Context: an optimization exercise on an open-source flow, tuned for small area. The choices shown serve that exercise and are no tape-out recipe. Function was not checked in any run shown here: the RTL went through the layout flow alone. Power and IR drop assume default switching activity.

==> flow/design.v (outline; a module is shown in full before it is edited, if it fits) <==
// module color_tracker: 1448 lines
// module fa: 4 lines
// module ha: 4 lines
module color_tracker
(
    input   wire        clk         ,
    input   wire        rst_n       ,
    output  wire [15:0] pix_addr    ,
    output  wire        pix_rden    ,
    input   wire [15:0] pix_data    ,
    output  wire [7:0]  vga_r       ,
    output  wire [7:0]  vga_g       ,
    output  wire [7:0]  vga_b       ,
    output  reg         th_hsync    ,
    output  reg         th_vsync    ,
    output  wire [31:0] x_error     ,
    output  wire [31:0] h_error
 ) ;
function rge;
    input [15:0] a;
    input [15:0] b;
    integer i;
    reg c;
    begin
        c = 1'b1;
        for (i = 0; i < 16; i = i + 1)
            c = (a[i] & ~b[i]) | (~(a[i] ^ b[i]) & c);
  // ...
==> flow/flow/run.sh <==
#!/bin/bash
# The standard layout (standard.sh: the ORFS run, unchanged synthesis),
# with two changes: the buffers ORFS puts on every input and output port are
# the platform's smallest buffer, sky130_fd_sc_hd__buf_1, and clock tree
# synthesis uses clkbuf_8 and inserts no dummy loads.
set -euo pipefail
bash standard.sh "BUFFER_PORTS_ARGS=-buffer_cell sky130_fd_sc_hd__buf_1" \
  "CTS_ARGS=-sink_clustering_enable -repair_clock_nets -buf_list sky130_fd_sc_hd__clkbuf_8 -dont_use_dummy_load" \
  finish > standard_flow.log 2>&1
==> flow/standard.sh <==
#!/bin/bash
# synth_recipe.tcl (not shown) runs the flow's synth.tcl, then flattens the netlist and writes it again
# the make line also repeats each setting of config.mk as NAME=value (left out here)
make -C /OpenROAD-flow-scripts/flow DESIGN_CONFIG=/design/flow/config.mk WORK_HOME=/design/flow/orfs CLKGATE_MAP_FILE= SYNTH_SCRIPT=/design/flow/synth_recipe.tcl "${@:-finish}"
==> flow/config.mk <==
export PLATFORM = sky130hd
export DESIGN_NAME = color_tracker
export DESIGN_NICKNAME = color_tracker
export VERILOG_FILES = /design/flow/design.v
export SDC_FILE = /design/flow/constraint.sdc
export NUM_CORES = 4
export LEC_CHECK = 0
export CAP_MARGIN = 20
export CORE_MARGIN = 2
export CORE_UTILIZATION = 65
export CTS_BUF_LIST = sky130_fd_sc_hd__clkbuf_8
export SLEW_MARGIN = 20
export SYNTH_HIERARCHICAL = 1
==> flow/constraint.sdc <==
create_clock -name core_clock -period 12.0 [get_ports {clk}]
set_input_delay 2.4000 -clock core_clock [delete_from_list [all_inputs] [get_ports {clk}]]
set_output_delay 2.4000 -clock core_clock [all_outputs]
set_load 0.01 [all_outputs]
==> impl_metrics.env, run 1 <==
export IMPL_status="complete, no violations"
export IMPL_period_needed_ps=11640
export IMPL_hold_end="d2[0]"
export IMPL_hp_start="d1[0]"
export IMPL_pg_clk_uw=305
export IMPL_ff2ff_setup_slack_ps=5180
export IMPL_synth_top_cell_area_share_pct=22.4
export IMPL_dpl_cell_area_mm2=0.0134
export IMPL_syn_area_mm2=0.0132
export IMPL_synth_compound_area_share_pct=7.21
export IMPL_ys_warn_count=7
export IMPL_wl_met3_mm=1.34
export IMPL_cp_slowest_stage_delay_ps=570
export IMPL_first_pass_iters=6
export IMPL_cp_common_cell="fa_1"
export IMPL_final_cell_mix="145 x ha_1, 141 x fa_1, 113 x inv_1, 110 x buf_1, 95 x and2_1"
export IMPL_r2r_cells=17
export IMPL_hold_depth=0
export IMPL_grt_use_met1_pct=38.6
export IMPL_pre_cts_ws_ps=96.8
export IMPL_htreeDepth=4
export IMPL_drc=0
export IMPL_drt_met1_wl_mm=12.5
export IMPL_grt_max_degree=85
export IMPL_cap_violations=0
export IMPL_fin_ws_ps=360
export IMPL_cp_data_arrival_time_ps=9240
export IMPL_design_area_mm2=0.0137
==> run 2: changes to the inputs <==
==> flow/flow/run.sh (replaced) <==
#!/bin/bash
set -euo pipefail
bash standard.sh "BUFFER_PORTS_ARGS=-buffer_cell sky130_fd_sc_hd__buf_1" \
  "CTS_ARGS=-sink_clustering_enable -repair_clock_nets -buf_list sky130_fd_sc_hd__clkbuf_8 -dont_use_dummy_load -sink_clustering_size 40 -sink_clustering_max_diameter 300 -distance_between_buffers 200" \
  finish > standard_flow.log 2>&1
==> run 2 against run 1 <==
Net effect:
- still clean
- synthesized cell count stayed put
- non-clock buffer count unchanged
- die area did not move
- cell count stayed put
- setup slack worse by 11 ps
- hold slack worse by 2.2 ps
- clock-buffer cell count stayed put
- maximum frequency about the same
- wire length is 0.13% higher
- first-iteration DRC count is 12% lower
- critical endpoint unchanged
==> impl_metrics.env, run 2 <==
export IMPL_fin_util_pct=68.4
export IMPL_cp_data_required_time_ps=9600
export IMPL_grt_use_total_pct=26.8
export IMPL_cp_common_cell="fa_1"
export IMPL_cp_data_arrival_time_ps=9250
export IMPL_pin_count=125
export IMPL_drv_slew=0
export IMPL_power_leakage_nw=6.30
export IMPL_synth_top_family_by_area="adder cells"
export IMPL_power_total_mw=1.38
export IMPL_period_needed_ps=11650
export IMPL_ys_warn_count=7
export IMPL_rr_endpoint="nb0"
export IMPL_hp_start="d1[0]"
export IMPL_grt_overflow=0
export IMPL_start_kind="flip-flop"
export IMPL_ys_seq_area_share_pct=29.1
export IMPL_dp_cells=1548
export IMPL_vdd_drop_max_uv=131
export IMPL_htreeDepth=4
export IMPL_cts_made_buffers=17
export IMPL_critPathSlowestCell="fa_1"
export IMPL_criticalPathCategory="reg2out"
export IMPL_synth_flop_cell="dfxtp_1"
export IMPL_nets=1611
export IMPL_first_pass_iters=5
export IMPL_cts_clk_slew_worst_paths_ps=100
export IMPL_cts_root_buf="clkbuf_8"
export IMPL_synth_simple_area_share_pct=15.8
export IMPL_clock_sinks=167
export IMPL_relSlewSlack_pct=26.6
export IMPL_cp_endpoint="h_error[20]"
export IMPL_synthArstFlopShare_pct=55.7
export IMPL_yosys_area_share_adder_pct=36.2
export IMPL_avgSynthCellArea_um2=10.5
export IMPL_antenna_found_initial=0
export IMPL_synth_edf_count=0
export IMPL_p_per_area_mw_per_mm2=100
export IMPL_r2r_cells=17
export IMPL_ant_nets=0
export IMPL_cts_tree="yes"
export IMPL_die_area_mm2=0.0215
export IMPL_crit_fanout=13
export IMPL_routed_via_count=8786
export IMPL_cp_startpoint="x1[0]"
export IMPL_grt_pass1_wl_mm=45.3
export IMPL_min_path_type="reg2reg"
export IMPL_syn_num_nets=1562
export IMPL_clkLatencyLatePin_ps=470
export IMPL_hpwl_mm=21.2
export IMPL_initial_core_util_pct=65.6
export IMPL_wl_mm=26.9
export IMPL_hold_viol=0
export IMPL_drive_above_1_share_pct=7.55
export IMPL_wl_per_cell_um=17.2
export IMPL_synthDistinctLibCells=67
export IMPL_cp_slowest_stage_delay_ps=570
export IMPL_layout_cells_non_filler=1568
export IMPL_cap_violations=0
export IMPL_synth_xor_area_share_pct=1.86
export IMPL_r2r_start="d3[11]"
export IMPL_synth_area_mux_share_pct=1.69
export IMPL_worst_pin_slew_ps=1100
export IMPL_areaGrowthSynthToFinish_pct=4.14
export IMPL_pre_cts_ws_ps=96.8
export IMPL_rows=52
export IMPL_finalCritPeriodShare_pct=97.1
export IMPL_io_buffers=124
export IMPL_ff2ff_setup_slack_ps=5130
export IMPL_drc=0
export IMPL_gp_congestion=0.893
export IMPL_synth_top_area_cell="fa_1"
export IMPL_synth_top_cell_area_share_pct=22.4
export IMPL_fin_skew_ps=34.9
export IMPL_syn_area_mm2=0.0132
export IMPL_die_w_um=146
export IMPL_layout_cells_most_common="ha_1"
export IMPL_synth_compound_area_share_pct=7.21
export IMPL_status="complete, no violations"
export IMPL_synthTopCellsByArea="fa_1 22%, ha_1 14%, dfrtp_1 14%"
export IMPL_final_cell_mix="145 x ha_1, 141 x fa_1, 113 x inv_1, 110 x buf_1, 95 x and2_1"
export IMPL_grt_max_degree=85
export IMPL_max_freq_ghz=0.0858
export IMPL_clockBufferDepth=2
export IMPL_ys_ff_latch=167
export IMPL_synth_most_common_cell="fa_1"
export IMPL_syn_inst=1251
export IMPL_end_kind="output pin"
export IMPL_grt_pass1_vias=9063
export IMPL_fin_ws_ps=348
export IMPL_synth_common_cells="148 x fa_1, 145 x ha_1, 113 x inv_1, 95 x and2_1, 74 x dfxtp_1"
export IMPL_antenna_cells=0
export IMPL_die_y_um=146
export IMPL_setup_viol=0
export IMPL_drt_initial_drc_count=453
export IMPL_core_mm2=0.0201
export IMPL_vias_per_cell=5.60
run 2: cell counts after synthesis:
No cell type changed its count.
run 2: modules after synthesis, one instance, submodules excluded:
module | area (um2) | cells | flops+latches
color_tracker | 9420 | 1037 | 167
fa | 20.0 | 1 | 0
ha | 12.5 | 1 | 0
run 2: worst min-delay path by stage:
stage                     slack, ps     end  cells past startpoint
after floorplan                 310   d2[0]                      0
after global placement          310  d3[14]                      0
after detailed placement        310   d2[7]                      0
after CTS                       310   d2[0]                      0
after global routing            300   d2[0]                      0
final                           310   d2[0]                      0
run 2: worst max-delay path, delay by kind of cell (launching register included):
kind,cells,cell delay (ps)
buffers and inverters,7,700
XOR/XNOR,2,310
flip-flops,1,400
adder cells (fa/ha/maj),18,6820
AND/OR/NAND/NOR,1,90
multiplexers,2,450
run 2: timing repair:
| item | 4_1_cts | 5_1_grt |
|---|---|---|
| pin swaps | 2 | 3 |
| hold buffers | 0 | 0 |
| buffers inserted | 1 | 2 |
| resized for setup | 3 | 21 |
| endpoints found under the setup margin | 13 | 18 |
run 2: routing by layer:
| metal | GRT usage, % | part of all wire [%] | up-vias |
|---|---|---|---|
| met4 | 7.57 | 2.0 | 0 |
| li1 | - | - | 4169 |
| met1 | 38.5 | 46 | 4320 |
| met2 | 41.8 | 46 | 255 |
| met5 | 0 | 0 | - |
| met3 | 5.53 | 5.9 | 42 |
run 2: area by class of cell:
class / count / area (um2)
Multi-Input combinational cell: 867 / 8340
Inverter: 113 / 424
Timing Repair Buffer: 134 / 577
Tap cell: 270 / 338
Clock buffer: 17 / 234
Sequential cell: 167 / 3830
Fill cell: 1582 / 6360
run 2: power by group:
| part | internal, mW | total [mW] | switching, mW |
|---|---|---|---|
| registers | 0.586 | 0.609 | 0.0231 |
| clock network | 0.125 | 0.304 | 0.179 |
| logic | 0.215 | 0.463 | 0.248 |
| total | 0.926 | 1.38 | 0.450 |
run 2: per-stage QoR:
| stage | hold WS [ps] | area, um2 | TNS (ps) |
|---|---|---|---|
| final | 306 | 13700 | 0 |
| after global routing | 304 | 13700 | -222 |
| after CTS | 311 | 13700 | 0 |
| after detailed placement | 312 | 13400 | 0 |
| after global placement | 310 | 13400 | 0 |
| after floorplan | 310 | 13200 | 0 |
run 2: cell families after synthesis:
logic type / after synthesis
other cells: 1
simple gates: 371
xor+xnor: 28
fa+ha+maj: 293
flops: 167
buf+inv: 217
mux: 21
compound gates: 153

[afterwards: timing with drivers on the ports]
Ports are ideal in the flow. The routed layouts listed here were re-timed in OpenROAD. Step 1 sets driving cells, clkbuf_16 on the clock port and buf_2 on the other inputs (assumed; they add their load-dependent delay and slew). Step 2 also shifts input and output timing later by t, the mid clock arrival at the registers, as if the neighbouring blocks saw the same clock. Slacks: no drivers / after step 1 / after step 2; pairs: no drivers / after step 1.
| run | t, ns | slack for setup (ns) | hold slack, ns | latest minus earliest clock arrival (ns) | pins driven straight from the clock port |
|---|---|---|---|---|---|
| run 1 | 0.481 | 0.360 / 0.320 / 0.801 | 0.308 / 0.308 / 0.308 | 0.036 / 0.036 | 1 |
| run 2 | 0.493 | 0.348 / 0.309 / 0.802 | 0.306 / 0.306 / 0.306 | 0.035 / 0.035 | 1 |
After both steps every run listed still meets setup and hold.
